Context: an optimization exercise on an open-source flow, tuned for small area and a short achievable clock period. The choices shown serve that exercise and are no tape-out recipe. Where RTL was checked, it was by simulation tests only, not by an equivalence proof against the original. The RTL of runs 2 and 3 was laid out without a check of its function. No driver is modelled on the clock port, so clock power and skew are understated where the tree is cut down; a real chip needs a root buffer or a tree. Power is estimated from default activity; no workload was simulated.

==> flow/design.v (outline; a module is shown in full before it is edited, if it fits) <==
// module booth_mult_top: 15 lines
// module booth_mult: 863 lines
// module mfa: 6 lines
// module mbenc: 7 lines
// module mbpp: 5 lines
// module mha: 6 lines
module booth_mult_top (
  input  wire        clk,
  input  wire [15:0] x,
  input  wire [15:0] y,
  output reg  [31:0] p
);
  // ...
==> flow/flow/run.sh <==
#!/bin/bash
# Standard ORFS layout (standard.sh) with these changes:
# - port buffers of the smallest buffer cell;
# - every combinational cell set to its smallest size before the
#   floorplan's timing repair sizes up what the clock period needs
#   (flow/downsize.tcl);
export BUFFER_PORTS_ARGS="-buffer_cell sky130_fd_sc_hd__buf_1"
export PRE_FLOORPLAN_TCL=$PWD/flow/downsize.tcl
export POST_CTS_TCL=$PWD/flow/skew3.tcl
export SKEW_STAGES="${SKEW_STAGES:-clkbuf_1 clkbuf_1 clkbuf_1 clkbuf_1 clkbuf_1 clkbuf_1 clkbuf_1 clkbuf_1 clkbuf_1 clkbuf_1 clkbuf_1 clkbuf_1 clkbuf_1 clkbuf_1 clkbuf_1 clkbuf_1 clkbuf_1 clkbuf_1}"
export SKEW_TAPBUF=${SKEW_TAPBUF:-clkbuf_8}
export SKEW_HOLD_MIN=${SKEW_HOLD_MIN:-0.05}
export SKEW_PAD_ALLOW=${SKEW_PAD_ALLOW:-1.0}
export SKEW_BIG_TAP_LOADS=${SKEW_BIG_TAP_LOADS:-10}
export SKEW_SLACK_GIVE=${SKEW_SLACK_GIVE:-0.05}
export SKEW_PAD_CELL=${SKEW_PAD_CELL:-dlygate4sd3_1}
export SKEW_REGS="${SKEW_REGS:-^p\\\\?\\[}"
bash standard.sh finish > standard.log 2>&1
==> flow/flow/downsize.tcl <==
# Set every combinational cell to the smallest-area cell of its footprint
# (same function); the flow's repair steps then size up what timing needs.
set n 0
foreach inst [get_cells *] {
  set lc [get_lib_cells -of_objects $inst]
  set name [get_name $lc]
  if {![regexp {^(sky130_fd_sc_hd__[a-z0-9]+)_[0-9]+$} $name -> base]} { continue }
  if {[regexp {df|dl|sdf|tap|conb|clkbuf_16|decap|fill} $base]} { continue }
  set best $name
  set best_area [get_property $lc area]
  foreach c [get_lib_cells ${base}_*] {
    set cn [get_name $c]
    if {![regexp "^${base}_\[0-9\]+\$" $cn]} { continue }
    if {[info exists ::env(DONT_USE_CELLS)] && [lsearch -exact $::env(DONT_USE_CELLS) $cn] >= 0} { continue }
    if {[regexp {lpflow|probe} $cn]} { continue }
    set a [get_property $c area]
    if {$a < $best_area} { set best $cn; set best_area $a }
  }
  if {$best ne $name} {
    replace_cell $inst [get_lib_cells $best]
    incr n
  }
}
puts "downsize: replaced $n cells"
==> flow/flow/skew3.tcl <==
set block [ord::get_db_block]
set db [ord::get_db]
set stage_cells $::env(SKEW_STAGES)
set tapbuf $::env(SKEW_TAPBUF)
set regs_re $::env(SKEW_REGS)
set hold_min $::env(SKEW_HOLD_MIN)
set pad_allow $::env(SKEW_PAD_ALLOW)
set pad_cell $::env(SKEW_PAD_CELL)

set clk_port [$block findBTerm clk]
set root_net [$clk_port getNet]

set sinks {}
set sx 0; set sy 0
foreach inst [$block getInsts] {
  if {[regexp $regs_re [$inst getName]]} {
    lappend sinks $inst
    set loc [$inst getLocation]
    set sx [expr {$sx + [lindex $loc 0]}]
    set sy [expr {$sy + [lindex $loc 1]}]
  }
}
set n [llength $sinks]
if {$n == 0} { error "skew: no registers match $regs_re" }
set cx [expr {$sx / $n}]; set cy [expr {$sy / $n}]
set pl [$clk_port getBBox]
set px [expr {([$pl xMin] + [$pl xMax]) / 2}]
set py [expr {([$pl yMin] + [$pl yMax]) / 2}]

proc new_cell {cell name x y in_net} {
  set block [ord::get_db_block]
  set master [[ord::get_db] findMaster sky130_fd_sc_hd__$cell]
  if {$master eq "NULL"} { error "skew: no master $cell" }
  set inst [odb::dbInst_create $block $master $name]
  $inst setLocation [expr {int($x)}] [expr {int($y)}]
  $inst setPlacementStatus PLACED
  [$inst findITerm A] connect $in_net
  set out [odb::dbNet_create $block ${name}_net]
  $out setSigType CLOCK
  [$inst findITerm X] connect $out
  return [list $inst $out]
}

if {[info exists ::env(SKEW_XYBUF)] && $::env(SKEW_XYBUF) ne ""} {
  set ox 0; set oy 0; set others {}
  foreach inst [$block getInsts] {
    if {[lsearch -exact $sinks $inst] >= 0} { continue }
    set ck [$inst findITerm CLK]
    if {$ck eq "NULL"} { continue }
    if {![regexp {df} [[$inst getMaster] getName]]} { continue }
    lappend others $inst
    set loc [$inst getLocation]
    set ox [expr {$ox + [lindex $loc 0]}]; set oy [expr {$oy + [lindex $loc 1]}]
  }
  set no [llength $others]
  lassign [new_cell $::env(SKEW_XYBUF) skew_xy [expr {$ox / $no}] [expr {$oy / $no}] $root_net] xyinst xynet
  foreach inst [concat $others $sinks] {
    set ck [$inst findITerm CLK]
    $ck disconnect
    $ck connect $xynet
  }
  puts "skew: $no registers and the $n product registers moved to one clock buffer"
}
# chain and taps; tap j hangs after j stages
set taps {}
set prev $root_net
set len [llength $stage_cells]
for {set j 0} {$j <= $len} {incr j} {
  if {$j > 0} {
    set f [expr {double($j) / ($len + 1)}]
    lassign [new_cell [lindex $stage_cells [expr {$j - 1}]] skew_dly_$j \
      [expr {$px + ($cx - $px) * $f}] [expr {$py + ($cy - $py) * $f}] $prev] inst prev
  }
  lassign [new_cell $tapbuf skew_tap_$j $cx $cy $prev] tinst tnet
  lappend taps [list $tinst $tnet]
}
detailed_placement
estimate_parasitics -placement

proc reg_slacks {inst} {
  set name [$inst getName]
  set d [get_pins -of_objects [get_cells $name] -filter "direction == input"]
  set dpin ""
  foreach p $d { if {[get_property $p lib_pin_name] eq "D"} { set dpin $p } }
  set qpin ""
  foreach p [get_pins -of_objects [get_cells $name] -filter "direction == output"] { set qpin $p }
  return [list [get_property $dpin slack_max] [get_property $dpin slack_min] [get_property $qpin slack_max]]
}

# slacks of every register at every tap (tap -1: the CTS tree)
array set S {}
foreach inst $sinks {
  set ck [$inst findITerm CLK]
  set orig [$ck getNet]
  set nm [$inst getName]
  set S($nm,nets) [list $orig]
  lassign [reg_slacks $inst] s h o
  set S($nm,vals) [list [list $s $h $o]]
  foreach t $taps {
    lassign $t tinst tnet
    $ck disconnect
    $ck connect $tnet
    estimate_parasitics -placement
    lappend S($nm,nets) $tnet
    lappend S($nm,vals) [list {*}[reg_slacks $inst]]
  }
  $ck disconnect
  $ck connect $orig
}
estimate_parasitics -placement
# the slack every register can reach (hold made up by pads within pad_allow)
set V 1e9
foreach inst $sinks {
  set nm [$inst getName]
  set b -1e9
  foreach v $S($nm,vals) {
    lassign $v s h o
    if {$h >= $hold_min - $pad_allow} { set b [expr {max($b, min($s, $o))}] }
  }
  set V [expr {min($V, $b)}]
}
set V [expr {$V - $::env(SKEW_SLACK_GIVE)}]
puts "skew: slack every register can reach: [format %.3f $V]"
# each register: the clock that balances its input and output slack best
# without pads, if that reaches V; else the one that reaches V with the
# most hold slack (the fewest pads)
foreach inst $sinks {
  set nm [$inst getName]
  set choice -1; set bv -1e9
  set i 0
  foreach v $S($nm,vals) {
    lassign $v s h o
    if {$h >= $hold_min && min($s, $o) > $bv + 0.005} { set bv [expr {min($s, $o)}]; set choice $i }
    incr i
  }
  if {$bv < $V} {
    set choice -1
    set bh -1e9; set i 0
    foreach v $S($nm,vals) {
      lassign $v s h o
      if {min($s, $o) >= $V && $h > $bh} { set bh $h; set choice $i }
      incr i
    }
  }
  if {$choice < 0} { set choice 0 }
  set ck [$inst findITerm CLK]
  $ck disconnect
  $ck connect [lindex $S($nm,nets) $choice]
  lassign [lindex $S($nm,vals) $choice] s h o
  puts "skew: $nm -> [expr {$choice == 0 ? "tree" : "tap [expr {$choice - 1}]"}] setup [format %.3f $s] out [format %.3f $o] hold [format %.3f $h]"
}
estimate_parasitics -placement
# a tap buffer that drives many registers gets the largest clock buffer
foreach t $taps {
  lassign $t tinst tnet
  set nl [expr {[llength [$tnet getITerms]] - 1}]
  if {$nl > $::env(SKEW_BIG_TAP_LOADS)} {
    $tinst swapMaster [$db findMaster sky130_fd_sc_hd__clkbuf_16]
    puts "skew: [$tinst getName] drives $nl registers: clkbuf_16"
  }
}
estimate_parasitics -placement
# make up missing hold slack on short paths: put a delay cell in front of the
# input pin, on the register's shortest path, that has the most setup slack
set ws [worst_slack -max]
puts "skew: worst setup slack after taps [format %.3f $ws]"
set npad 0
set ws [worst_slack -max]
proc dpin_of {inst} {
  foreach p [get_pins -of_objects [get_cells [$inst getName]] -filter "direction == input"] {
    if {[get_property $p lib_pin_name] eq "D"} { return $p }
  }
}
proc pad_all {sinks hold_min pad_master npadvar ws} {
  upvar 1 $npadvar npad
  set block [ord::get_db_block]
  foreach inst [concat $sinks $sinks] {
    set dpin [dpin_of $inst]
    for {set it 0} {$it < 40} {incr it} {
      set h [get_property $dpin slack_min]
      if {$h >= $hold_min} { break }
      set path [lindex [find_timing_paths -path_delay min -to $dpin -group_path_count 1] 0]
      set cand ""; set cand_s -1e9
      foreach pt [get_property $path points] {
        set pin [get_property $pt pin]
        if {[get_property $pin direction] ne "input"} { continue }
        if {[get_property $pin is_clock]} { continue }
        set sm [get_property $pin slack_max]
        if {$sm > $cand_s + 0.05} { set cand $pin; set cand_s $sm }
      }
      if {$cand eq "" || $cand_s < $ws + 0.6} {
        puts "skew: [$inst getName] hold [format %.3f $h], no pin to pad"
        break
      }
      set iname [get_name [get_cells -of_objects $cand]]
      set pname [get_property $cand lib_pin_name]
      set oinst [$block findInst $iname]
      set it_ [$oinst findITerm $pname]
      set net [$it_ getNet]
      set pi [odb::dbInst_create $block $pad_master skew_pad_$npad]
      set loc [$oinst getLocation]
      $pi setLocation [lindex $loc 0] [lindex $loc 1]
      $pi setPlacementStatus PLACED
      set nn [odb::dbNet_create $block skew_pad_${npad}_net]
      $it_ disconnect
      [$pi findITerm A] connect $net
      [$pi findITerm X] connect $nn
      $it_ connect $nn
      incr npad
      estimate_parasitics -placement
      puts "skew: [$inst getName] hold [format %.3f $h]: pad before $iname/$pname (setup slack [format %.3f $cand_s])"
    }
  }

}
set pad_master [$db findMaster sky130_fd_sc_hd__$pad_cell]
pad_all $sinks $hold_min $pad_master npad $ws
puts "skew: $npad pad cells"
# drop unused taps and chain ends, clock buffers left without loads, and
# the dummy loads CTS hung on the tree it built
set changed 1
while {$changed} {
  set changed 0
  foreach inst [$block getInsts] {
    set mname [[$inst getMaster] getName]
    if {![regexp {clkbuf|dlygate|clkdlybuf|clkinv|bufinv|__inv_|__buf_} $mname]} { continue }
    set outs {}
    foreach it [$inst getITerms] {
      if {[$it isOutputSignal]} { lappend outs $it }
    }
    if {[llength $outs] != 1} { continue }
    set net [[lindex $outs 0] getNet]
    set dead 0
    if {$net eq "NULL"} {
      set dead 1
    } elseif {[llength [$net getITerms]] == 1 && [llength [$net getBTerms]] == 0} {
      set dead 1
    }
    if {!$dead} { continue }
    set onclk 0
    foreach it [$inst getITerms] {
      if {[$it isInputSignal] && [$it getNet] ne "NULL" && [[$it getNet] getSigType] eq "CLOCK"} { set onclk 1 }
    }
    if {!$onclk && ![string match skew_* [$inst getName]]} { continue }
    puts "skew: removing unloaded [$inst getName]"
    odb::dbInst_destroy $inst
    if {$net ne "NULL"} { odb::dbNet_destroy $net }
    set changed 1
  }
}
detailed_placement
estimate_parasitics -placement
pad_all $sinks $hold_min $pad_master npad $ws
detailed_placement
estimate_parasitics -placement
puts "skew: $npad pad cells after the second pass"
report_worst_slack -max
report_worst_slack -min
if {[info exists ::env(SKEW_PUSH)] && $::env(SKEW_PUSH) > 0} {
  # push setup past what the skew reached, with the usual repair moves
  set ws [worst_slack -max]
  repair_timing -setup -setup_margin [expr {$ws + $::env(SKEW_PUSH)}] -skip_last_gasp
  detailed_placement
  estimate_parasitics -placement
  report_worst_slack -max
}
repair_timing_helper
detailed_placement
check_placement -verbose
estimate_parasitics -placement
report_worst_slack -max
report_worst_slack -min
==> flow/standard.sh <==
#!/bin/bash
# synth_recipe.tcl (not shown) runs the flow's synth.tcl, then flattens the netlist and writes it again
# the make line also repeats each setting of config.mk as NAME=value (left out here)
make -C /OpenROAD-flow-scripts/flow DESIGN_CONFIG=/design/flow/config.mk WORK_HOME=/design/flow/orfs CLKGATE_MAP_FILE= SYNTH_SCRIPT=/design/flow/synth_recipe.tcl "${@:-finish}"
==> flow/config.mk <==
export PLATFORM = sky130hd
export DESIGN_NAME = booth_mult_top
export DESIGN_NICKNAME = booth_mult_top
export VERILOG_FILES = /design/flow/design.v
export SDC_FILE = /design/flow/constraint.sdc
export NUM_CORES = 4
export LEC_CHECK = 0
export CAP_MARGIN = 20
export CORE_MARGIN = 2
export CORE_UTILIZATION = 40
export SETUP_SLACK_MARGIN = 2.5
export SLEW_MARGIN = 20
export SYNTH_HIERARCHICAL = 1
==> flow/constraint.sdc <==
create_clock -name core_clock -period 8.5 [get_ports {clk}]
set_input_delay 1.7000 -clock core_clock [delete_from_list [all_inputs] [get_ports {clk}]]
set_output_delay 1.7000 -clock core_clock [all_outputs]
set_load 0.01 [all_outputs]
==> flow_metrics.tcl, run 1 <==
set metrics [dict create \
    path_buf_inv 2 \
    ios 65 \
    final-instance-count-excl-fill 1017 \
    slew-limit-headroom_pct 36.4 \
    timing.fmax_ghz 0.226 \
    dp_cells 945 \
    grt-ovfl-total 0 \
    dp_hpwl_um 13000 \
    seq_cell_count 64 \
    combPwrFrac_pct 77.8 \
    multiInputGateArea_um2 5570 \
    power_leader "combinational cells" \
    initial_utilization_pct 40.4 \
    power.density_nw_per_um2 494 \
    crit_type "reg2reg" \
    p_clk_share_pct 10.2 \
    crit_end "p[29]" \
    multi_input_area_share_pct 66.2 \
    worst_slack_ns 4.07 \
    die_h_um 136 \
    mostFrequentLayoutCells "xnor2_1 (145), a22oi_1 (128), fa_1 (96)" \
    highest-signal-layer "met4" \
    seq_area_share_pct 15.2 \
    hold_path.class "reg2reg" \
    top_regs "p: 32 flops, x_q: 16 flops, y_q: 16 flops" \
    drt-met1-wl_um 7770 \
    ant_nets 0 \
    path_delay_family "compound AO/OA/AOI/OAI gates" \
    cpMostUsedCell "fa_1" \
    seq_power_share_pct 12.1 \
    routed-wl-met3_um 1800 \
    grt_max_degree 25 \
    drt_iter0_markers 380 \
    design_area_um2 8410 \
    outcome "timing/DRC/antenna clean" \
    p_seq_uw 502 \
    rrSetupSlack_ns 4.07 \
    reg2reg_from "y_q[1]" \
    drtPass1Iterations 5 \
    final-seq-area_um2 1280 \
    path_clk_slew_ns 0.07 \
    setup_viol 0 \
]
==> run 2, diff against run 1 <==
--- a/flow/design.v
+++ b/flow/design.v
@@ -15,16 +15,19 @@
 endmodule
 
 module booth_mult (p, x, y);
 input  [15:0] x, y;
 output [31:0] p;
 wire one0;
 wire two0;
 wire neg0;
+wire oneb0;
+wire twob0;
+wire negb0;
 wire pp0_0;
 wire pp0_1;
 wire pp0_2;
 wire pp0_3;
 wire pp0_4;
 wire pp0_5;
 wire pp0_6;
 wire pp0_7;
@@ -36,16 +39,19 @@
 wire pp0_13;
 wire pp0_14;
 wire pp0_15;
 wire pp0_16;
 wire nneg0_16;
 wire one1;
 wire two1;
 wire neg1;
+wire oneb1;
+wire twob1;
+wire negb1;
 wire pp1_0;
 wire pp1_1;
 wire pp1_2;
 wire pp1_3;
 wire pp1_4;
 wire pp1_5;
 wire pp1_6;
 wire pp1_7;
@@ -57,16 +63,19 @@
 wire pp1_13;
 wire pp1_14;
 wire pp1_15;
 wire pp1_16;
 wire nneg1_16;
 wire one2;
 wire two2;
 wire neg2;
+wire oneb2;
+wire twob2;
+wire negb2;
 wire pp2_0;
 wire pp2_1;
 wire pp2_2;
 wire pp2_3;
 wire pp2_4;
 wire pp2_5;
 wire pp2_6;
 wire pp2_7;
@@ -78,16 +87,19 @@
 wire pp2_13;
 wire pp2_14;
 wire pp2_15;
 wire pp2_16;
 wire nneg2_16;
 wire one3;
 wire two3;
 wire neg3;
+wire oneb3;
+wire twob3;
+wire negb3;
 wire pp3_0;
 wire pp3_1;
 wire pp3_2;
 wire pp3_3;
 wire pp3_4;
 wire pp3_5;
 wire pp3_6;
 wire pp3_7;
@@ -99,16 +111,19 @@
 wire pp3_13;
 wire pp3_14;
 wire pp3_15;
 wire pp3_16;
 wire nneg3_16;
 wire one4;
 wire two4;
 wire neg4;
+wire oneb4;
+wire twob4;
+wire negb4;
 wire pp4_0;
 wire pp4_1;
 wire pp4_2;
 wire pp4_3;
 wire pp4_4;
 wire pp4_5;
 wire pp4_6;
 wire pp4_7;
@@ -120,16 +135,19 @@
 wire pp4_13;
 wire pp4_14;
 wire pp4_15;
 wire pp4_16;
 wire nneg4_16;
 wire one5;
 wire two5;
 wire neg5;
+wire oneb5;
+wire twob5;
+wire negb5;
 wire pp5_0;
 wire pp5_1;
 wire pp5_2;
 wire pp5_3;
 wire pp5_4;
 wire pp5_5;
 wire pp5_6;
 wire pp5_7;
@@ -141,16 +159,19 @@
 wire pp5_13;
 wire pp5_14;
 wire pp5_15;
 wire pp5_16;
 wire nneg5_16;
 wire one6;
 wire two6;
 wire neg6;
+wire oneb6;
+wire twob6;
+wire negb6;
 wire pp6_0;
 wire pp6_1;
 wire pp6_2;
 wire pp6_3;
 wire pp6_4;
 wire pp6_5;
 wire pp6_6;
 wire pp6_7;
@@ -162,16 +183,19 @@
 wire pp6_13;
 wire pp6_14;
 wire pp6_15;
 wire pp6_16;
 wire nneg6_16;
 wire one7;
 wire two7;
 wire neg7;
+wire oneb7;
+wire twob7;
+wire negb7;
 wire pp7_0;
 wire pp7_1;
 wire pp7_2;
 wire pp7_3;
 wire pp7_4;
 wire pp7_5;
 wire pp7_6;
 wire pp7_7;
@@ -405,167 +429,175 @@
 wire c218;
 wire s219;
 wire c220;
 wire s221;
 wire c222;
 wire s223;
 wire c224;
 mbenc ue0 (.y2(y[1]), .y1(y[0]), .y0(1'b0), .one(one0), .two(two0), .neg(neg0));
+mbenc ueb0 (.y2(y[1]), .y1(y[0]), .y0(1'b0), .one(oneb0), .two(twob0), .neg(negb0));
 assign pp0_0 = ((x[0] & one0) | (1'b0 & two0)) ^ neg0;
 mbpp up0_1 (.a(x[1]), .b(x[0]), .one(one0), .two(two0), .neg(neg0), .pp(pp0_1));
 mbpp up0_2 (.a(x[2]), .b(x[1]), .one(one0), .two(two0), .neg(neg0), .pp(pp0_2));
 mbpp up0_3 (.a(x[3]), .b(x[2]), .one(one0), .two(two0), .neg(neg0), .pp(pp0_3));
 mbpp up0_4 (.a(x[4]), .b(x[3]), .one(one0), .two(two0), .neg(neg0), .pp(pp0_4));
 mbpp up0_5 (.a(x[5]), .b(x[4]), .one(one0), .two(two0), .neg(neg0), .pp(pp0_5));
 mbpp up0_6 (.a(x[6]), .b(x[5]), .one(one0), .two(two0), .neg(neg0), .pp(pp0_6));
 mbpp up0_7 (.a(x[7]), .b(x[6]), .one(one0), .two(two0), .neg(neg0), .pp(pp0_7));
 mbpp up0_8 (.a(x[8]), .b(x[7]), .one(one0), .two(two0), .neg(neg0), .pp(pp0_8));
-mbpp up0_9 (.a(x[9]), .b(x[8]), .one(one0), .two(two0), .neg(neg0), .pp(pp0_9));
-mbpp up0_10 (.a(x[10]), .b(x[9]), .one(one0), .two(two0), .neg(neg0), .pp(pp0_10));
-mbpp up0_11 (.a(x[11]), .b(x[10]), .one(one0), .two(two0), .neg(neg0), .pp(pp0_11));
-mbpp up0_12 (.a(x[12]), .b(x[11]), .one(one0), .two(two0), .neg(neg0), .pp(pp0_12));
-mbpp up0_13 (.a(x[13]), .b(x[12]), .one(one0), .two(two0), .neg(neg0), .pp(pp0_13));
-mbpp up0_14 (.a(x[14]), .b(x[13]), .one(one0), .two(two0), .neg(neg0), .pp(pp0_14));
-mbpp up0_15 (.a(x[15]), .b(x[14]), .one(one0), .two(two0), .neg(neg0), .pp(pp0_15));
+mbpp up0_9 (.a(x[9]), .b(x[8]), .one(oneb0), .two(twob0), .neg(neg0), .pp(pp0_9));
+mbpp up0_10 (.a(x[10]), .b(x[9]), .one(oneb0), .two(twob0), .neg(neg0), .pp(pp0_10));
+mbpp up0_11 (.a(x[11]), .b(x[10]), .one(oneb0), .two(twob0), .neg(neg0), .pp(pp0_11));
+mbpp up0_12 (.a(x[12]), .b(x[11]), .one(oneb0), .two(twob0), .neg(neg0), .pp(pp0_12));
+mbpp up0_13 (.a(x[13]), .b(x[12]), .one(oneb0), .two(twob0), .neg(neg0), .pp(pp0_13));
+mbpp up0_14 (.a(x[14]), .b(x[13]), .one(oneb0), .two(twob0), .neg(neg0), .pp(pp0_14));
+mbpp up0_15 (.a(x[15]), .b(x[14]), .one(oneb0), .two(twob0), .neg(neg0), .pp(pp0_15));
 assign nneg0_16 = ~neg0;
-mbpp up0_16 (.a(x[15]), .b(x[15]), .one(one0), .two(two0), .neg(nneg0_16), .pp(pp0_16));
+mbpp up0_16 (.a(x[15]), .b(x[15]), .one(oneb0), .two(twob0), .neg(nneg0_16), .pp(pp0_16));
 mbenc ue1 (.y2(y[3]), .y1(y[2]), .y0(y[1]), .one(one1), .two(two1), .neg(neg1));
+mbenc ueb1 (.y2(y[3]), .y1(y[2]), .y0(y[1]), .one(oneb1), .two(twob1), .neg(negb1));
 assign pp1_0 = ((x[0] & one1) | (1'b0 & two1)) ^ neg1;
 mbpp up1_1 (.a(x[1]), .b(x[0]), .one(one1), .two(two1), .neg(neg1), .pp(pp1_1));
 mbpp up1_2 (.a(x[2]), .b(x[1]), .one(one1), .two(two1), .neg(neg1), .pp(pp1_2));
 mbpp up1_3 (.a(x[3]), .b(x[2]), .one(one1), .two(two1), .neg(neg1), .pp(pp1_3));
 mbpp up1_4 (.a(x[4]), .b(x[3]), .one(one1), .two(two1), .neg(neg1), .pp(pp1_4));
 mbpp up1_5 (.a(x[5]), .b(x[4]), .one(one1), .two(two1), .neg(neg1), .pp(pp1_5));
 mbpp up1_6 (.a(x[6]), .b(x[5]), .one(one1), .two(two1), .neg(neg1), .pp(pp1_6));
 mbpp up1_7 (.a(x[7]), .b(x[6]), .one(one1), .two(two1), .neg(neg1), .pp(pp1_7));
 mbpp up1_8 (.a(x[8]), .b(x[7]), .one(one1), .two(two1), .neg(neg1), .pp(pp1_8));
-mbpp up1_9 (.a(x[9]), .b(x[8]), .one(one1), .two(two1), .neg(neg1), .pp(pp1_9));
-mbpp up1_10 (.a(x[10]), .b(x[9]), .one(one1), .two(two1), .neg(neg1), .pp(pp1_10));
-mbpp up1_11 (.a(x[11]), .b(x[10]), .one(one1), .two(two1), .neg(neg1), .pp(pp1_11));
-mbpp up1_12 (.a(x[12]), .b(x[11]), .one(one1), .two(two1), .neg(neg1), .pp(pp1_12));
-mbpp up1_13 (.a(x[13]), .b(x[12]), .one(one1), .two(two1), .neg(neg1), .pp(pp1_13));
-mbpp up1_14 (.a(x[14]), .b(x[13]), .one(one1), .two(two1), .neg(neg1), .pp(pp1_14));
-mbpp up1_15 (.a(x[15]), .b(x[14]), .one(one1), .two(two1), .neg(neg1), .pp(pp1_15));
+mbpp up1_9 (.a(x[9]), .b(x[8]), .one(oneb1), .two(twob1), .neg(neg1), .pp(pp1_9));
+mbpp up1_10 (.a(x[10]), .b(x[9]), .one(oneb1), .two(twob1), .neg(neg1), .pp(pp1_10));
+mbpp up1_11 (.a(x[11]), .b(x[10]), .one(oneb1), .two(twob1), .neg(neg1), .pp(pp1_11));
+mbpp up1_12 (.a(x[12]), .b(x[11]), .one(oneb1), .two(twob1), .neg(neg1), .pp(pp1_12));
+mbpp up1_13 (.a(x[13]), .b(x[12]), .one(oneb1), .two(twob1), .neg(neg1), .pp(pp1_13));
+mbpp up1_14 (.a(x[14]), .b(x[13]), .one(oneb1), .two(twob1), .neg(neg1), .pp(pp1_14));
+mbpp up1_15 (.a(x[15]), .b(x[14]), .one(oneb1), .two(twob1), .neg(neg1), .pp(pp1_15));
 assign nneg1_16 = ~neg1;
-mbpp up1_16 (.a(x[15]), .b(x[15]), .one(one1), .two(two1), .neg(nneg1_16), .pp(pp1_16));
+mbpp up1_16 (.a(x[15]), .b(x[15]), .one(oneb1), .two(twob1), .neg(nneg1_16), .pp(pp1_16));
 mbenc ue2 (.y2(y[5]), .y1(y[4]), .y0(y[3]), .one(one2), .two(two2), .neg(neg2));
+mbenc ueb2 (.y2(y[5]), .y1(y[4]), .y0(y[3]), .one(oneb2), .two(twob2), .neg(negb2));
 assign pp2_0 = ((x[0] & one2) | (1'b0 & two2)) ^ neg2;
 mbpp up2_1 (.a(x[1]), .b(x[0]), .one(one2), .two(two2), .neg(neg2), .pp(pp2_1));
 mbpp up2_2 (.a(x[2]), .b(x[1]), .one(one2), .two(two2), .neg(neg2), .pp(pp2_2));
 mbpp up2_3 (.a(x[3]), .b(x[2]), .one(one2), .two(two2), .neg(neg2), .pp(pp2_3));
 mbpp up2_4 (.a(x[4]), .b(x[3]), .one(one2), .two(two2), .neg(neg2), .pp(pp2_4));
 mbpp up2_5 (.a(x[5]), .b(x[4]), .one(one2), .two(two2), .neg(neg2), .pp(pp2_5));
 mbpp up2_6 (.a(x[6]), .b(x[5]), .one(one2), .two(two2), .neg(neg2), .pp(pp2_6));
 mbpp up2_7 (.a(x[7]), .b(x[6]), .one(one2), .two(two2), .neg(neg2), .pp(pp2_7));
 mbpp up2_8 (.a(x[8]), .b(x[7]), .one(one2), .two(two2), .neg(neg2), .pp(pp2_8));
-mbpp up2_9 (.a(x[9]), .b(x[8]), .one(one2), .two(two2), .neg(neg2), .pp(pp2_9));
-mbpp up2_10 (.a(x[10]), .b(x[9]), .one(one2), .two(two2), .neg(neg2), .pp(pp2_10));
-mbpp up2_11 (.a(x[11]), .b(x[10]), .one(one2), .two(two2), .neg(neg2), .pp(pp2_11));
-mbpp up2_12 (.a(x[12]), .b(x[11]), .one(one2), .two(two2), .neg(neg2), .pp(pp2_12));
-mbpp up2_13 (.a(x[13]), .b(x[12]), .one(one2), .two(two2), .neg(neg2), .pp(pp2_13));
-mbpp up2_14 (.a(x[14]), .b(x[13]), .one(one2), .two(two2), .neg(neg2), .pp(pp2_14));
-mbpp up2_15 (.a(x[15]), .b(x[14]), .one(one2), .two(two2), .neg(neg2), .pp(pp2_15));
+mbpp up2_9 (.a(x[9]), .b(x[8]), .one(oneb2), .two(twob2), .neg(neg2), .pp(pp2_9));
+mbpp up2_10 (.a(x[10]), .b(x[9]), .one(oneb2), .two(twob2), .neg(neg2), .pp(pp2_10));
+mbpp up2_11 (.a(x[11]), .b(x[10]), .one(oneb2), .two(twob2), .neg(neg2), .pp(pp2_11));
+mbpp up2_12 (.a(x[12]), .b(x[11]), .one(oneb2), .two(twob2), .neg(neg2), .pp(pp2_12));
+mbpp up2_13 (.a(x[13]), .b(x[12]), .one(oneb2), .two(twob2), .neg(neg2), .pp(pp2_13));
+mbpp up2_14 (.a(x[14]), .b(x[13]), .one(oneb2), .two(twob2), .neg(neg2), .pp(pp2_14));
+mbpp up2_15 (.a(x[15]), .b(x[14]), .one(oneb2), .two(twob2), .neg(neg2), .pp(pp2_15));
 assign nneg2_16 = ~neg2;
-mbpp up2_16 (.a(x[15]), .b(x[15]), .one(one2), .two(two2), .neg(nneg2_16), .pp(pp2_16));
+mbpp up2_16 (.a(x[15]), .b(x[15]), .one(oneb2), .two(twob2), .neg(nneg2_16), .pp(pp2_16));
 mbenc ue3 (.y2(y[7]), .y1(y[6]), .y0(y[5]), .one(one3), .two(two3), .neg(neg3));
+mbenc ueb3 (.y2(y[7]), .y1(y[6]), .y0(y[5]), .one(oneb3), .two(twob3), .neg(negb3));
 assign pp3_0 = ((x[0] & one3) | (1'b0 & two3)) ^ neg3;
 mbpp up3_1 (.a(x[1]), .b(x[0]), .one(one3), .two(two3), .neg(neg3), .pp(pp3_1));
 mbpp up3_2 (.a(x[2]), .b(x[1]), .one(one3), .two(two3), .neg(neg3), .pp(pp3_2));
 mbpp up3_3 (.a(x[3]), .b(x[2]), .one(one3), .two(two3), .neg(neg3), .pp(pp3_3));
 mbpp up3_4 (.a(x[4]), .b(x[3]), .one(one3), .two(two3), .neg(neg3), .pp(pp3_4));
 mbpp up3_5 (.a(x[5]), .b(x[4]), .one(one3), .two(two3), .neg(neg3), .pp(pp3_5));
 mbpp up3_6 (.a(x[6]), .b(x[5]), .one(one3), .two(two3), .neg(neg3), .pp(pp3_6));
 mbpp up3_7 (.a(x[7]), .b(x[6]), .one(one3), .two(two3), .neg(neg3), .pp(pp3_7));
 mbpp up3_8 (.a(x[8]), .b(x[7]), .one(one3), .two(two3), .neg(neg3), .pp(pp3_8));
-mbpp up3_9 (.a(x[9]), .b(x[8]), .one(one3), .two(two3), .neg(neg3), .pp(pp3_9));
-mbpp up3_10 (.a(x[10]), .b(x[9]), .one(one3), .two(two3), .neg(neg3), .pp(pp3_10));
-mbpp up3_11 (.a(x[11]), .b(x[10]), .one(one3), .two(two3), .neg(neg3), .pp(pp3_11));
-mbpp up3_12 (.a(x[12]), .b(x[11]), .one(one3), .two(two3), .neg(neg3), .pp(pp3_12));
-mbpp up3_13 (.a(x[13]), .b(x[12]), .one(one3), .two(two3), .neg(neg3), .pp(pp3_13));
-mbpp up3_14 (.a(x[14]), .b(x[13]), .one(one3), .two(two3), .neg(neg3), .pp(pp3_14));
-mbpp up3_15 (.a(x[15]), .b(x[14]), .one(one3), .two(two3), .neg(neg3), .pp(pp3_15));
+mbpp up3_9 (.a(x[9]), .b(x[8]), .one(oneb3), .two(twob3), .neg(neg3), .pp(pp3_9));
+mbpp up3_10 (.a(x[10]), .b(x[9]), .one(oneb3), .two(twob3), .neg(neg3), .pp(pp3_10));
+mbpp up3_11 (.a(x[11]), .b(x[10]), .one(oneb3), .two(twob3), .neg(neg3), .pp(pp3_11));
+mbpp up3_12 (.a(x[12]), .b(x[11]), .one(oneb3), .two(twob3), .neg(neg3), .pp(pp3_12));
+mbpp up3_13 (.a(x[13]), .b(x[12]), .one(oneb3), .two(twob3), .neg(neg3), .pp(pp3_13));
+mbpp up3_14 (.a(x[14]), .b(x[13]), .one(oneb3), .two(twob3), .neg(neg3), .pp(pp3_14));
+mbpp up3_15 (.a(x[15]), .b(x[14]), .one(oneb3), .two(twob3), .neg(neg3), .pp(pp3_15));
 assign nneg3_16 = ~neg3;
-mbpp up3_16 (.a(x[15]), .b(x[15]), .one(one3), .two(two3), .neg(nneg3_16), .pp(pp3_16));
+mbpp up3_16 (.a(x[15]), .b(x[15]), .one(oneb3), .two(twob3), .neg(nneg3_16), .pp(pp3_16));
 mbenc ue4 (.y2(y[9]), .y1(y[8]), .y0(y[7]), .one(one4), .two(two4), .neg(neg4));
+mbenc ueb4 (.y2(y[9]), .y1(y[8]), .y0(y[7]), .one(oneb4), .two(twob4), .neg(negb4));
 assign pp4_0 = ((x[0] & one4) | (1'b0 & two4)) ^ neg4;
 mbpp up4_1 (.a(x[1]), .b(x[0]), .one(one4), .two(two4), .neg(neg4), .pp(pp4_1));
 mbpp up4_2 (.a(x[2]), .b(x[1]), .one(one4), .two(two4), .neg(neg4), .pp(pp4_2));
 mbpp up4_3 (.a(x[3]), .b(x[2]), .one(one4), .two(two4), .neg(neg4), .pp(pp4_3));
 mbpp up4_4 (.a(x[4]), .b(x[3]), .one(one4), .two(two4), .neg(neg4), .pp(pp4_4));
 mbpp up4_5 (.a(x[5]), .b(x[4]), .one(one4), .two(two4), .neg(neg4), .pp(pp4_5));
 mbpp up4_6 (.a(x[6]), .b(x[5]), .one(one4), .two(two4), .neg(neg4), .pp(pp4_6));
 mbpp up4_7 (.a(x[7]), .b(x[6]), .one(one4), .two(two4), .neg(neg4), .pp(pp4_7));
 mbpp up4_8 (.a(x[8]), .b(x[7]), .one(one4), .two(two4), .neg(neg4), .pp(pp4_8));
-mbpp up4_9 (.a(x[9]), .b(x[8]), .one(one4), .two(two4), .neg(neg4), .pp(pp4_9));
-mbpp up4_10 (.a(x[10]), .b(x[9]), .one(one4), .two(two4), .neg(neg4), .pp(pp4_10));
-mbpp up4_11 (.a(x[11]), .b(x[10]), .one(one4), .two(two4), .neg(neg4), .pp(pp4_11));
-mbpp up4_12 (.a(x[12]), .b(x[11]), .one(one4), .two(two4), .neg(neg4), .pp(pp4_12));
-mbpp up4_13 (.a(x[13]), .b(x[12]), .one(one4), .two(two4), .neg(neg4), .pp(pp4_13));
-mbpp up4_14 (.a(x[14]), .b(x[13]), .one(one4), .two(two4), .neg(neg4), .pp(pp4_14));
-mbpp up4_15 (.a(x[15]), .b(x[14]), .one(one4), .two(two4), .neg(neg4), .pp(pp4_15));
+mbpp up4_9 (.a(x[9]), .b(x[8]), .one(oneb4), .two(twob4), .neg(neg4), .pp(pp4_9));
+mbpp up4_10 (.a(x[10]), .b(x[9]), .one(oneb4), .two(twob4), .neg(neg4), .pp(pp4_10));
+mbpp up4_11 (.a(x[11]), .b(x[10]), .one(oneb4), .two(twob4), .neg(neg4), .pp(pp4_11));
+mbpp up4_12 (.a(x[12]), .b(x[11]), .one(oneb4), .two(twob4), .neg(neg4), .pp(pp4_12));
+mbpp up4_13 (.a(x[13]), .b(x[12]), .one(oneb4), .two(twob4), .neg(neg4), .pp(pp4_13));
+mbpp up4_14 (.a(x[14]), .b(x[13]), .one(oneb4), .two(twob4), .neg(neg4), .pp(pp4_14));
+mbpp up4_15 (.a(x[15]), .b(x[14]), .one(oneb4), .two(twob4), .neg(neg4), .pp(pp4_15));
 assign nneg4_16 = ~neg4;
-mbpp up4_16 (.a(x[15]), .b(x[15]), .one(one4), .two(two4), .neg(nneg4_16), .pp(pp4_16));
+mbpp up4_16 (.a(x[15]), .b(x[15]), .one(oneb4), .two(twob4), .neg(nneg4_16), .pp(pp4_16));
 mbenc ue5 (.y2(y[11]), .y1(y[10]), .y0(y[9]), .one(one5), .two(two5), .neg(neg5));
+mbenc ueb5 (.y2(y[11]), .y1(y[10]), .y0(y[9]), .one(oneb5), .two(twob5), .neg(negb5));
 assign pp5_0 = ((x[0] & one5) | (1'b0 & two5)) ^ neg5;
 mbpp up5_1 (.a(x[1]), .b(x[0]), .one(one5), .two(two5), .neg(neg5), .pp(pp5_1));
 mbpp up5_2 (.a(x[2]), .b(x[1]), .one(one5), .two(two5), .neg(neg5), .pp(pp5_2));
 mbpp up5_3 (.a(x[3]), .b(x[2]), .one(one5), .two(two5), .neg(neg5), .pp(pp5_3));
 mbpp up5_4 (.a(x[4]), .b(x[3]), .one(one5), .two(two5), .neg(neg5), .pp(pp5_4));
 mbpp up5_5 (.a(x[5]), .b(x[4]), .one(one5), .two(two5), .neg(neg5), .pp(pp5_5));
 mbpp up5_6 (.a(x[6]), .b(x[5]), .one(one5), .two(two5), .neg(neg5), .pp(pp5_6));
 mbpp up5_7 (.a(x[7]), .b(x[6]), .one(one5), .two(two5), .neg(neg5), .pp(pp5_7));
 mbpp up5_8 (.a(x[8]), .b(x[7]), .one(one5), .two(two5), .neg(neg5), .pp(pp5_8));
-mbpp up5_9 (.a(x[9]), .b(x[8]), .one(one5), .two(two5), .neg(neg5), .pp(pp5_9));
-mbpp up5_10 (.a(x[10]), .b(x[9]), .one(one5), .two(two5), .neg(neg5), .pp(pp5_10));
-mbpp up5_11 (.a(x[11]), .b(x[10]), .one(one5), .two(two5), .neg(neg5), .pp(pp5_11));
-mbpp up5_12 (.a(x[12]), .b(x[11]), .one(one5), .two(two5), .neg(neg5), .pp(pp5_12));
-mbpp up5_13 (.a(x[13]), .b(x[12]), .one(one5), .two(two5), .neg(neg5), .pp(pp5_13));
-mbpp up5_14 (.a(x[14]), .b(x[13]), .one(one5), .two(two5), .neg(neg5), .pp(pp5_14));
-mbpp up5_15 (.a(x[15]), .b(x[14]), .one(one5), .two(two5), .neg(neg5), .pp(pp5_15));
+mbpp up5_9 (.a(x[9]), .b(x[8]), .one(oneb5), .two(twob5), .neg(neg5), .pp(pp5_9));
+mbpp up5_10 (.a(x[10]), .b(x[9]), .one(oneb5), .two(twob5), .neg(neg5), .pp(pp5_10));
+mbpp up5_11 (.a(x[11]), .b(x[10]), .one(oneb5), .two(twob5), .neg(neg5), .pp(pp5_11));
+mbpp up5_12 (.a(x[12]), .b(x[11]), .one(oneb5), .two(twob5), .neg(neg5), .pp(pp5_12));
+mbpp up5_13 (.a(x[13]), .b(x[12]), .one(oneb5), .two(twob5), .neg(neg5), .pp(pp5_13));
+mbpp up5_14 (.a(x[14]), .b(x[13]), .one(oneb5), .two(twob5), .neg(neg5), .pp(pp5_14));
+mbpp up5_15 (.a(x[15]), .b(x[14]), .one(oneb5), .two(twob5), .neg(neg5), .pp(pp5_15));
 assign nneg5_16 = ~neg5;
-mbpp up5_16 (.a(x[15]), .b(x[15]), .one(one5), .two(two5), .neg(nneg5_16), .pp(pp5_16));
+mbpp up5_16 (.a(x[15]), .b(x[15]), .one(oneb5), .two(twob5), .neg(nneg5_16), .pp(pp5_16));
 mbenc ue6 (.y2(y[13]), .y1(y[12]), .y0(y[11]), .one(one6), .two(two6), .neg(neg6));
+mbenc ueb6 (.y2(y[13]), .y1(y[12]), .y0(y[11]), .one(oneb6), .two(twob6), .neg(negb6));
 assign pp6_0 = ((x[0] & one6) | (1'b0 & two6)) ^ neg6;
 mbpp up6_1 (.a(x[1]), .b(x[0]), .one(one6), .two(two6), .neg(neg6), .pp(pp6_1));
 mbpp up6_2 (.a(x[2]), .b(x[1]), .one(one6), .two(two6), .neg(neg6), .pp(pp6_2));
 mbpp up6_3 (.a(x[3]), .b(x[2]), .one(one6), .two(two6), .neg(neg6), .pp(pp6_3));
 mbpp up6_4 (.a(x[4]), .b(x[3]), .one(one6), .two(two6), .neg(neg6), .pp(pp6_4));
 mbpp up6_5 (.a(x[5]), .b(x[4]), .one(one6), .two(two6), .neg(neg6), .pp(pp6_5));
 mbpp up6_6 (.a(x[6]), .b(x[5]), .one(one6), .two(two6), .neg(neg6), .pp(pp6_6));
 mbpp up6_7 (.a(x[7]), .b(x[6]), .one(one6), .two(two6), .neg(neg6), .pp(pp6_7));
 mbpp up6_8 (.a(x[8]), .b(x[7]), .one(one6), .two(two6), .neg(neg6), .pp(pp6_8));
-mbpp up6_9 (.a(x[9]), .b(x[8]), .one(one6), .two(two6), .neg(neg6), .pp(pp6_9));
-mbpp up6_10 (.a(x[10]), .b(x[9]), .one(one6), .two(two6), .neg(neg6), .pp(pp6_10));
-mbpp up6_11 (.a(x[11]), .b(x[10]), .one(one6), .two(two6), .neg(neg6), .pp(pp6_11));
-mbpp up6_12 (.a(x[12]), .b(x[11]), .one(one6), .two(two6), .neg(neg6), .pp(pp6_12));
-mbpp up6_13 (.a(x[13]), .b(x[12]), .one(one6), .two(two6), .neg(neg6), .pp(pp6_13));
-mbpp up6_14 (.a(x[14]), .b(x[13]), .one(one6), .two(two6), .neg(neg6), .pp(pp6_14));
-mbpp up6_15 (.a(x[15]), .b(x[14]), .one(one6), .two(two6), .neg(neg6), .pp(pp6_15));
+mbpp up6_9 (.a(x[9]), .b(x[8]), .one(oneb6), .two(twob6), .neg(neg6), .pp(pp6_9));
+mbpp up6_10 (.a(x[10]), .b(x[9]), .one(oneb6), .two(twob6), .neg(neg6), .pp(pp6_10));
+mbpp up6_11 (.a(x[11]), .b(x[10]), .one(oneb6), .two(twob6), .neg(neg6), .pp(pp6_11));
+mbpp up6_12 (.a(x[12]), .b(x[11]), .one(oneb6), .two(twob6), .neg(neg6), .pp(pp6_12));
+mbpp up6_13 (.a(x[13]), .b(x[12]), .one(oneb6), .two(twob6), .neg(neg6), .pp(pp6_13));
+mbpp up6_14 (.a(x[14]), .b(x[13]), .one(oneb6), .two(twob6), .neg(neg6), .pp(pp6_14));
+mbpp up6_15 (.a(x[15]), .b(x[14]), .one(oneb6), .two(twob6), .neg(neg6), .pp(pp6_15));
 assign nneg6_16 = ~neg6;
-mbpp up6_16 (.a(x[15]), .b(x[15]), .one(one6), .two(two6), .neg(nneg6_16), .pp(pp6_16));
+mbpp up6_16 (.a(x[15]), .b(x[15]), .one(oneb6), .two(twob6), .neg(nneg6_16), .pp(pp6_16));
 mbenc ue7 (.y2(y[15]), .y1(y[14]), .y0(y[13]), .one(one7), .two(two7), .neg(neg7));
+mbenc ueb7 (.y2(y[15]), .y1(y[14]), .y0(y[13]), .one(oneb7), .two(twob7), .neg(negb7));
 assign pp7_0 = ((x[0] & one7) | (1'b0 & two7)) ^ neg7;
 mbpp up7_1 (.a(x[1]), .b(x[0]), .one(one7), .two(two7), .neg(neg7), .pp(pp7_1));
 mbpp up7_2 (.a(x[2]), .b(x[1]), .one(one7), .two(two7), .neg(neg7), .pp(pp7_2));
 mbpp up7_3 (.a(x[3]), .b(x[2]), .one(one7), .two(two7), .neg(neg7), .pp(pp7_3));
 mbpp up7_4 (.a(x[4]), .b(x[3]), .one(one7), .two(two7), .neg(neg7), .pp(pp7_4));
 mbpp up7_5 (.a(x[5]), .b(x[4]), .one(one7), .two(two7), .neg(neg7), .pp(pp7_5));
 mbpp up7_6 (.a(x[6]), .b(x[5]), .one(one7), .two(two7), .neg(neg7), .pp(pp7_6));
 mbpp up7_7 (.a(x[7]), .b(x[6]), .one(one7), .two(two7), .neg(neg7), .pp(pp7_7));
 mbpp up7_8 (.a(x[8]), .b(x[7]), .one(one7), .two(two7), .neg(neg7), .pp(pp7_8));
-mbpp up7_9 (.a(x[9]), .b(x[8]), .one(one7), .two(two7), .neg(neg7), .pp(pp7_9));
-mbpp up7_10 (.a(x[10]), .b(x[9]), .one(one7), .two(two7), .neg(neg7), .pp(pp7_10));
-mbpp up7_11 (.a(x[11]), .b(x[10]), .one(one7), .two(two7), .neg(neg7), .pp(pp7_11));
-mbpp up7_12 (.a(x[12]), .b(x[11]), .one(one7), .two(two7), .neg(neg7), .pp(pp7_12));
-mbpp up7_13 (.a(x[13]), .b(x[12]), .one(one7), .two(two7), .neg(neg7), .pp(pp7_13));
-mbpp up7_14 (.a(x[14]), .b(x[13]), .one(one7), .two(two7), .neg(neg7), .pp(pp7_14));
-mbpp up7_15 (.a(x[15]), .b(x[14]), .one(one7), .two(two7), .neg(neg7), .pp(pp7_15));
+mbpp up7_9 (.a(x[9]), .b(x[8]), .one(oneb7), .two(twob7), .neg(neg7), .pp(pp7_9));
+mbpp up7_10 (.a(x[10]), .b(x[9]), .one(oneb7), .two(twob7), .neg(neg7), .pp(pp7_10));
+mbpp up7_11 (.a(x[11]), .b(x[10]), .one(oneb7), .two(twob7), .neg(neg7), .pp(pp7_11));
+mbpp up7_12 (.a(x[12]), .b(x[11]), .one(oneb7), .two(twob7), .neg(neg7), .pp(pp7_12));
+mbpp up7_13 (.a(x[13]), .b(x[12]), .one(oneb7), .two(twob7), .neg(neg7), .pp(pp7_13));
+mbpp up7_14 (.a(x[14]), .b(x[13]), .one(oneb7), .two(twob7), .neg(neg7), .pp(pp7_14));
+mbpp up7_15 (.a(x[15]), .b(x[14]), .one(oneb7), .two(twob7), .neg(neg7), .pp(pp7_15));
 assign nneg7_16 = ~neg7;
-mbpp up7_16 (.a(x[15]), .b(x[15]), .one(one7), .two(two7), .neg(nneg7_16), .pp(pp7_16));
+mbpp up7_16 (.a(x[15]), .b(x[15]), .one(oneb7), .two(twob7), .neg(nneg7_16), .pp(pp7_16));
 mha us1 (.a(neg5), .b(pp0_10), .s(s1), .co(c2));
 mha us3 (.a(pp0_11), .b(pp1_9), .s(s3), .co(c4));
 mfa us5 (.a(neg6), .b(pp0_12), .c(pp1_10), .s(s5), .co(c6));
 mha us7 (.a(pp2_8), .b(pp3_6), .s(s7), .co(c8));
 mfa us9 (.a(pp0_13), .b(pp1_11), .c(pp2_9), .s(s9), .co(c10));
 mha us11 (.a(pp3_7), .b(pp4_5), .s(s11), .co(c12));
 mfa us13 (.a(neg7), .b(pp0_14), .c(pp1_12), .s(s13), .co(c14));
 mfa us15 (.a(pp2_10), .b(pp3_8), .c(pp4_6), .s(s15), .co(c16));
==> flow/flow/run.sh (replaced) <==
#!/bin/bash
# Standard ORFS layout (standard.sh) with these changes:
# - port buffers of the smallest buffer cell;
# - every combinational cell set to its smallest size before the
#   floorplan's timing repair sizes up what the clock period needs
#   (flow/downsize.tcl);
export BUFFER_PORTS_ARGS="-buffer_cell sky130_fd_sc_hd__buf_1"
export PRE_FLOORPLAN_TCL=$PWD/flow/downsize.tcl
export POST_CTS_TCL=$PWD/flow/skew3.tcl
export SKEW_STAGES="${SKEW_STAGES:-dlygate4sd1_1 dlygate4sd1_1 dlygate4sd1_1 dlygate4sd1_1 dlygate4sd1_1 dlygate4sd1_1 dlygate4sd1_1 dlygate4sd1_1}"
export SKEW_TAPBUF=${SKEW_TAPBUF:-clkbuf_8}
export SKEW_HOLD_MIN=${SKEW_HOLD_MIN:-0.05}
export SKEW_PAD_ALLOW=${SKEW_PAD_ALLOW:-1.0}
export SKEW_BIG_TAP_LOADS=${SKEW_BIG_TAP_LOADS:-10}
export SKEW_SLACK_GIVE=${SKEW_SLACK_GIVE:-0.05}
export SKEW_PAD_CELL=${SKEW_PAD_CELL:-dlygate4sd3_1}
export SKEW_REGS="${SKEW_REGS:-^p\\\\?\\[}"
bash standard.sh finish > standard.log 2>&1
--- a/flow/flow/skew3.tcl
+++ b/flow/flow/skew3.tcl
@@ -160,66 +160,59 @@
   }
 }
 estimate_parasitics -placement
 # make up missing hold slack on short paths: put a delay cell in front of the
 # input pin, on the register's shortest path, that has the most setup slack
 set ws [worst_slack -max]
 puts "skew: worst setup slack after taps [format %.3f $ws]"
 set npad 0
-set ws [worst_slack -max]
 proc dpin_of {inst} {
   foreach p [get_pins -of_objects [get_cells [$inst getName]] -filter "direction == input"] {
     if {[get_property $p lib_pin_name] eq "D"} { return $p }
   }
 }
-proc pad_all {sinks hold_min pad_master npadvar ws} {
-  upvar 1 $npadvar npad
-  set block [ord::get_db_block]
-  foreach inst [concat $sinks $sinks] {
-    set dpin [dpin_of $inst]
-    for {set it 0} {$it < 40} {incr it} {
-      set h [get_property $dpin slack_min]
-      if {$h >= $hold_min} { break }
-      set path [lindex [find_timing_paths -path_delay min -to $dpin -group_path_count 1] 0]
-      set cand ""; set cand_s -1e9
-      foreach pt [get_property $path points] {
-        set pin [get_property $pt pin]
-        if {[get_property $pin direction] ne "input"} { continue }
-        if {[get_property $pin is_clock]} { continue }
-        set sm [get_property $pin slack_max]
-        if {$sm > $cand_s + 0.05} { set cand $pin; set cand_s $sm }
-      }
-      if {$cand eq "" || $cand_s < $ws + 0.6} {
-        puts "skew: [$inst getName] hold [format %.3f $h], no pin to pad"
-        break
-      }
-      set iname [get_name [get_cells -of_objects $cand]]
-      set pname [get_property $cand lib_pin_name]
-      set oinst [$block findInst $iname]
-      set it_ [$oinst findITerm $pname]
-      set net [$it_ getNet]
-      set pi [odb::dbInst_create $block $pad_master skew_pad_$npad]
-      set loc [$oinst getLocation]
-      $pi setLocation [lindex $loc 0] [lindex $loc 1]
-      $pi setPlacementStatus PLACED
-      set nn [odb::dbNet_create $block skew_pad_${npad}_net]
-      $it_ disconnect
-      [$pi findITerm A] connect $net
-      [$pi findITerm X] connect $nn
-      $it_ connect $nn
-      incr npad
-      estimate_parasitics -placement
-      puts "skew: [$inst getName] hold [format %.3f $h]: pad before $iname/$pname (setup slack [format %.3f $cand_s])"
-    }
-  }
-
-}
 set pad_master [$db findMaster sky130_fd_sc_hd__$pad_cell]
-pad_all $sinks $hold_min $pad_master npad $ws
+foreach inst $sinks {
+  set dpin [dpin_of $inst]
+  for {set it 0} {$it < 12} {incr it} {
+    set h [get_property $dpin slack_min]
+    if {$h >= $hold_min} { break }
+    set path [lindex [find_timing_paths -path_delay min -to $dpin -group_path_count 1] 0]
+    set cand ""; set cand_s -1e9
+    foreach pt [get_property $path points] {
+      set pin [get_property $pt pin]
+      if {[get_property $pin direction] ne "input"} { continue }
+      if {[get_property $pin is_clock]} { continue }
+      set sm [get_property $pin slack_max]
+      if {$sm > $cand_s + 0.05} { set cand $pin; set cand_s $sm }
+    }
+    if {$cand eq "" || $cand_s < $ws + 0.6} {
+      puts "skew: [$inst getName] hold [format %.3f $h], no pin to pad"
+      break
+    }
+    set iname [get_name [get_cells -of_objects $cand]]
+    set pname [get_property $cand lib_pin_name]
+    set oinst [$block findInst $iname]
+    set it_ [$oinst findITerm $pname]
+    set net [$it_ getNet]
+    set pi [odb::dbInst_create $block $pad_master skew_pad_$npad]
+    set loc [$oinst getLocation]
+    $pi setLocation [lindex $loc 0] [lindex $loc 1]
+    $pi setPlacementStatus PLACED
+    set nn [odb::dbNet_create $block skew_pad_${npad}_net]
+    $it_ disconnect
+    [$pi findITerm A] connect $net
+    [$pi findITerm X] connect $nn
+    $it_ connect $nn
+    incr npad
+    estimate_parasitics -placement
+    puts "skew: [$inst getName] hold [format %.3f $h]: pad before $iname/$pname (setup slack [format %.3f $cand_s])"
+  }
+}
 puts "skew: $npad pad cells"
 # drop unused taps and chain ends, clock buffers left without loads, and
 # the dummy loads CTS hung on the tree it built
 set changed 1
 while {$changed} {
   set changed 0
   foreach inst [$block getInsts] {
     set mname [[$inst getMaster] getName]
@@ -245,20 +238,16 @@
     puts "skew: removing unloaded [$inst getName]"
     odb::dbInst_destroy $inst
     if {$net ne "NULL"} { odb::dbNet_destroy $net }
     set changed 1
   }
 }
 detailed_placement
 estimate_parasitics -placement
-pad_all $sinks $hold_min $pad_master npad $ws
-detailed_placement
-estimate_parasitics -placement
-puts "skew: $npad pad cells after the second pass"
 report_worst_slack -max
 report_worst_slack -min
 if {[info exists ::env(SKEW_PUSH)] && $::env(SKEW_PUSH) > 0} {
   # push setup past what the skew reached, with the usual repair moves
   set ws [worst_slack -max]
   repair_timing -setup -setup_margin [expr {$ws + $::env(SKEW_PUSH)}] -skip_last_gasp
   detailed_placement
   estimate_parasitics -placement
==> flow/config.mk (replaced) <==
export PLATFORM = sky130hd
export DESIGN_NAME = booth_mult_top
export DESIGN_NICKNAME = booth_mult_top
export VERILOG_FILES = /design/flow/design.v
export SDC_FILE = /design/flow/constraint.sdc
export NUM_CORES = 4
export LEC_CHECK = 0
export CAP_MARGIN = 20
export CORE_MARGIN = 2
export CORE_UTILIZATION = 40
export SETUP_SLACK_MARGIN = 3
export SLEW_MARGIN = 20
export SYNTH_HIERARCHICAL = 1
==> flow_metrics.tcl, run 2 <==
set metrics [dict create \
    p_total_mw 3.90 \
    hp-start "y_q[15]" \
    path_max_fanout 28 \
    worstPathArrival_ns 6.17 \
    final_common_cell "xnor2_1" \
    timing.fmax_ghz 0.218 \
    combPwrFrac_pct 77.7 \
    grt_use_total_pct 21.3 \
    grt-ovfl-total 0 \
    netlist_area_um2 7120 \
    ios 65 \
    hold-path-endpoint "p[27]" \
    min_period_ns 4.59 \
    grt_pass1_vias 5920 \
    syn_area_per_cell_um2 10.5 \
    rrSetupSlack_ns 3.91 \
    finalCritPeriodShare_pct 54.1 \
    finalHoldWorstSlack_ns 0.0583 \
    rows 48 \
    path_clk_slew_ns 0.08 \
    antenna_found_initial 0 \
    finalSetupTns_ns 0 \
    vdd_ir_drop_max_uv 292 \
    initial_utilization_pct 41.0 \
    area_growth_pct 16.7 \
    crit_chain "dlygate4sd3_1, buf_4, nand2b_1, o22ai_1, a22oi_1, xnor2_1, fa_1, fa_1, fa_1, fa_1, ha_1, a21oi_1, o21ai_1, a32oi_1, a21oi_2, o41ai_4, nand2_1, a21oi_1" \
    setup_viol 0 \
    slew-limit-headroom_pct 46.1 \
    finalNetCount 967 \
    io_buffers 64 \
    die_width_um 137 \
    die_h_um 137 \
    rsz0062_at_grt "false" \
    nFillCells 1567 \
    syn_inst 678 \
    mostFrequentLayoutCells "xnor2_1 (145), a22oi_1 (128), fa_1 (96)" \
    finClkSkew_ns 1.58 \
    dp_hpwl_um 13600 \
    rr_endpoint "p[31]" \
    cp.required_ns 10.07 \
    leakagePower_nw 3.17 \
    start_kind "flop" \
    drive_gt1_share_pct 4.45 \
    final-seq-area_um2 1290 \
    outcome "timing/DRC/antenna clean" \
    wl_per_cell_um 18.8 \
    routabilityCongestion 0.906 \
    reg2reg_depth 18 \
    worst_slack_ns 3.91 \
    multiInputGateArea_um2 5830 \
    grt_max_degree 29 \
    top_regs "p: 32 flops, x_q: 16 flops, y_q: 16 flops" \
    drtPass1Iterations 5 \
    ys.warnings.count 7 \
    max_stage_delay_ns 0.58 \
    p_sw_share_pct 48.2 \
    dieArea_um2 18900 \
    vias_per_cell 5.59 \
    end_kind "flop" \
    reg2reg_from "y_q[13]" \
    holdPathStages 6 \
    maxCapViolations 0 \
    core_area_um2 17400 \
    insertion_delay_ns 1.86 \
    cell_internal_pwr_mw 2.02 \
    hold_path.class "reg2reg" \
    drt_iter0_markers 357 \
    cpMostUsedCell "fa_1" \
    max_flop_register "p" \
    critPathSlowestCell "o22ai_1" \
    cts.sinks 64 \
    seq_power_share_pct 13.0 \
    largest_register_ffs 32 \
    vias 5660 \
    slew_viol_final 0 \
    hold_violations 0 \
    power.density_nw_per_um2 470 \
    p_clk_share_pct 9.3 \
    crit_type "reg2reg" \
    grt_pass1_wl_um 30800 \
    drc 0 \
    p_sw_mw 1.88 \
    final_util_pct 47.9 \
    tightest_slew_ns 0.807 \
    post-place-ws_ns 1.97 \
    ant_nets 0 \
    wl_um 19000 \
]
-- run 2: changes by cell type in the layout (fill, tap and decap cells not counted), sizes merged --
| cell | change |
|---|---|
| conb | +3 |
| dlygate4sd3 | -31 |
| buf | -7 |
| diode | +2 |
| clkbuf | -8 |
| dlygate4sd1 | +5 |
| xor2 | +8 |
| nand2 | +8 |
| o22ai | +8 |
| nand2b | +8 |
-- run 2: metal layers --
metal  wire length, um  share of wire [%]  up-vias  GRT usage, %
li1                  -                  -     2601             -
met5                 0                  0        -             0
met1              7840                 41     2799          26.3
met2              9430                 50      211          36.8
met4               641                3.4        0          8.19
met3              1130                5.9       49          4.08
-- run 2: worst max-delay path by stage --
stage	from	endpoint
finish	y_q[13]	p[31]
floorplan	y_q[3]	p[29]
detailed placement	y_q[1]	p[29]
global placement	y_q[1]	p[29]
global route	y_q[13]	p[31]
-- run 2: area by class of cell, clock buffers not listed --
type	count	area share, %
Multi-Input combinational cell	580	70.2
Sequential cell	64	15.5
Buffer	32	4.19
Timing Repair Buffer	72	3.69
Tap cell	225	3.39
Inverter	33	1.49
Antenna cell	2	0.0602
-- run 2: power by group through the flow --
| stage | clock, mW | sequential, mW | combinational [mW] |
|---|---|---|---|
| final | 0.365 | 0.507 | 3.03 |
| after global placement | 0 | 0.512 | 2.98 |
| after floorplan | 0 | 0.542 | 2.30 |
| after detailed placement | 0 | 0.513 | 3.02 |
| after global routing | 0.387 | 0.517 | 3.49 |
-- run 2: worst max-delay path, delay by kind of cell (launching register included) --
kind	cells	cell delay, ns
adders and majority gates	5	2.22
AOI/OAI and AO/OA	8	2.04
xor gates and xnor gates	1	0.20
DFF	1	0.30
buffers and inverters	2	0.92
and+or+nand+nor	2	0.19
-- run 2: metrics by stage --
step,cell area (um^2),instances
floorplan,7150,686
finish,8310,1013
global placement,7690,973
global route,8310,1011
detailed placement,7690,973
==> run 3, diff against run 2 <==
--- a/flow/flow/skew3.tcl
+++ b/flow/flow/skew3.tcl
@@ -172,7 +172,7 @@
 }
 set pad_master [$db findMaster sky130_fd_sc_hd__$pad_cell]
-foreach inst $sinks {
+foreach inst [concat $sinks $sinks] {
   set dpin [dpin_of $inst]
-  for {set it 0} {$it < 12} {incr it} {
+  for {set it 0} {$it < 40} {incr it} {
     set h [get_property $dpin slack_min]
     if {$h >= $hold_min} { break }
==> flow_metrics.tcl, run 3 <==
set metrics [dict create \
    finalCritPeriodShare_pct 54.1 \
    path_max_fanout 28 \
    ant_nets 0 \
    grt_pass1_wl_um 30800 \
    timing.fmax_ghz 0.218 \
    finalSetupTns_ns 0 \
    global_route.usage.met1_pct 26.3 \
    design_area_um2 8310 \
    dp_cells 973 \
    initial_utilization_pct 41.0 \
    end_kind "flop" \
    die_h_um 137 \
    netlist_area_um2 7120 \
    worstPathArrival_ns 6.17 \
    antenna_found_initial 0 \
    drt_iter0_markers 357 \
    dieArea_um2 18900 \
    slew-limit-headroom_pct 46.1 \
    placed_area_um2 7690 \
    vias 5660 \
    drc 0 \
    drtPass1Iterations 5 \
    largest_register_ffs 32 \
    power.density_nw_per_um2 470 \
    leakagePower_nw 3.17 \
    grt_max_degree 29 \
    cp.required_ns 10.07 \
    max_flop_register "p" \
    rows 48 \
    start_kind "flop" \
    dp_hpwl_um 13600 \
    min_period_ns 4.59 \
    slew_viol_final 0 \
    final_util_pct 47.9 \
    die_width_um 137 \
    mostFrequentLayoutCells "xnor2_1 (145), a22oi_1 (128), fa_1 (96)" \
    grt_use_total_pct 21.3 \
    finalNetCount 967 \
    grt_pass1_vias 5920 \
    tightest_slew_ns 0.807 \
    hold_violations 0 \
    maxCapViolations 0 \
    wl_um 19000 \
    outcome "timing/DRC/antenna clean" \
    drive_gt1_share_pct 4.45 \
    ios 65 \
    core_area_um2 17400 \
    routabilityCongestion 0.906 \
    crit_type "reg2reg" \
    path_clk_slew_ns 0.08 \
    insertion_delay_ns 1.86 \
    setup_viol 0 \
    top_regs "p: 32 flops, x_q: 16 flops, y_q: 16 flops" \
    io_buffers 64 \
    grt_busiest_layer "met2" \
    grtUsageMet2_pct 36.8 \
    syn_area_per_cell_um2 10.5 \
    wl_per_cell_um 18.8 \
    finClkSkew_ns 1.58 \
    vdd_ir_drop_max_uv 292 \
    grtUsageMet3_pct 4.08 \
    syn_inst 678 \
    final-instance-count-excl-fill 1013 \
    vias_per_cell 5.59 \
    grt-ovfl-total 0 \
    area_growth_pct 16.7 \
    cts.sinks 64 \
    finalHoldWorstSlack_ns 0.0583 \
    hold_path.class "reg2reg" \
    final_common_cell "xnor2_1" \
    rsz0062_at_grt "false" \
    ys.warnings.count 7 \
]
-- run 3: critical path: stages (launching register included) --
cell and delay, ns:
dfxtp_1 0.30, dlygate4sd3_1 0.54, buf_4 0.38, nand2b_1 0.10
o22ai_1 0.58, a22oi_1 0.17, xnor2_1 0.20, fa_1 0.44
fa_1 0.46, fa_1 0.54, fa_1 0.42, ha_1 0.36
a21oi_1 0.16, o21ai_1 0.10, a32oi_1 0.29, a21oi_2 0.16
o41ai_4 0.45, nand2_1 0.09, a21oi_1 0.13
-- run 3: metal layers --
layer,vias up,share of wire (%)
li1,2601,-
met1,2799,41
met2,211,50
met3,49,5.9
met4,0,3.4
met5,-,0
-- run 3: power breakdown --
part | switching [mW] | internal [mW] | leakage (nW) | total [mW]
sequential | 0.0509 | 0.456 | 0.540 | 0.507
clock | 0.168 | 0.197 | 0.139 | 0.365
combinational | 1.66 | 1.37 | 2.49 | 3.03
-- run 3: path summary, 6_finish.rpt --
| kind | start | end | slack [ns] | cells after the start |
|---|---|---|---|---|
| worst min-delay path | y_q[15] | p[27] | 0.06 | 6 |
| worst max register to register | y_q[13] | p[31] | 3.91 | 18 |
| worst max-delay path | y_q[13] | p[31] | 3.91 | 18 |
| worst min register to register | y_q[15] | p[27] | 0.06 | 6 |
-- run 3: area by class of cell, clock buffers not listed --
class                      count  area [um^2]
multi-input combinational    580         5830
antenna                        2         5.00
timing repair buffer          72          307
buffer                        32          348
inverter                      33          124
fill                        1567         9050
tap                          225          282
sequential                    64         1290
-- run 3: per-stage QoR --
stage	worst slack (ns)	total power [mW]
6_report	3.91	3.90
5_1_grt	3.57	4.39
3_5_place_dp	1.97	3.53
3_3_place_gp	2.24	3.50
2_1_floorplan	3.22	2.84

[separate check: timing with driven ports]
In the flow no input, the clock included, has a driving cell. The finished layouts below were timed again as built, in two steps.
Step 1: set_driving_cell puts a clkbuf_16 on clk and a buf_2 on each other input, an assumption about the parent block.
Step 2, shift: input delay + t, output delay - t, t = (earliest + latest rising clock arrival at the registers) / 2. This alone moves slack from input paths to output paths.
Slacks: ideal ports / drivers / drivers and shift; pairs: ideal ports / drivers.
run	t, ns	slack for setup (ns)	clock arrival spread, ns	worst register clock-pin slew, ns	worst slew at a driven data input, ns	cell pins on the clock port's net
run 1	1.008	4.075 / 4.075 / 4.075	1.671 / 1.671	0.10 / 0.10	0.03	3
run 2	1.054	3.906 / 3.905 / 3.905	1.740 / 1.738	0.08 / 0.08	0.04	3
run 3	1.054	3.906 / 3.905 / 3.905	1.740 / 1.738	0.08 / 0.08	0.04	3
Clock arrivals are far apart in every run listed, so t is only a midpoint there and step 2 fits no single register.
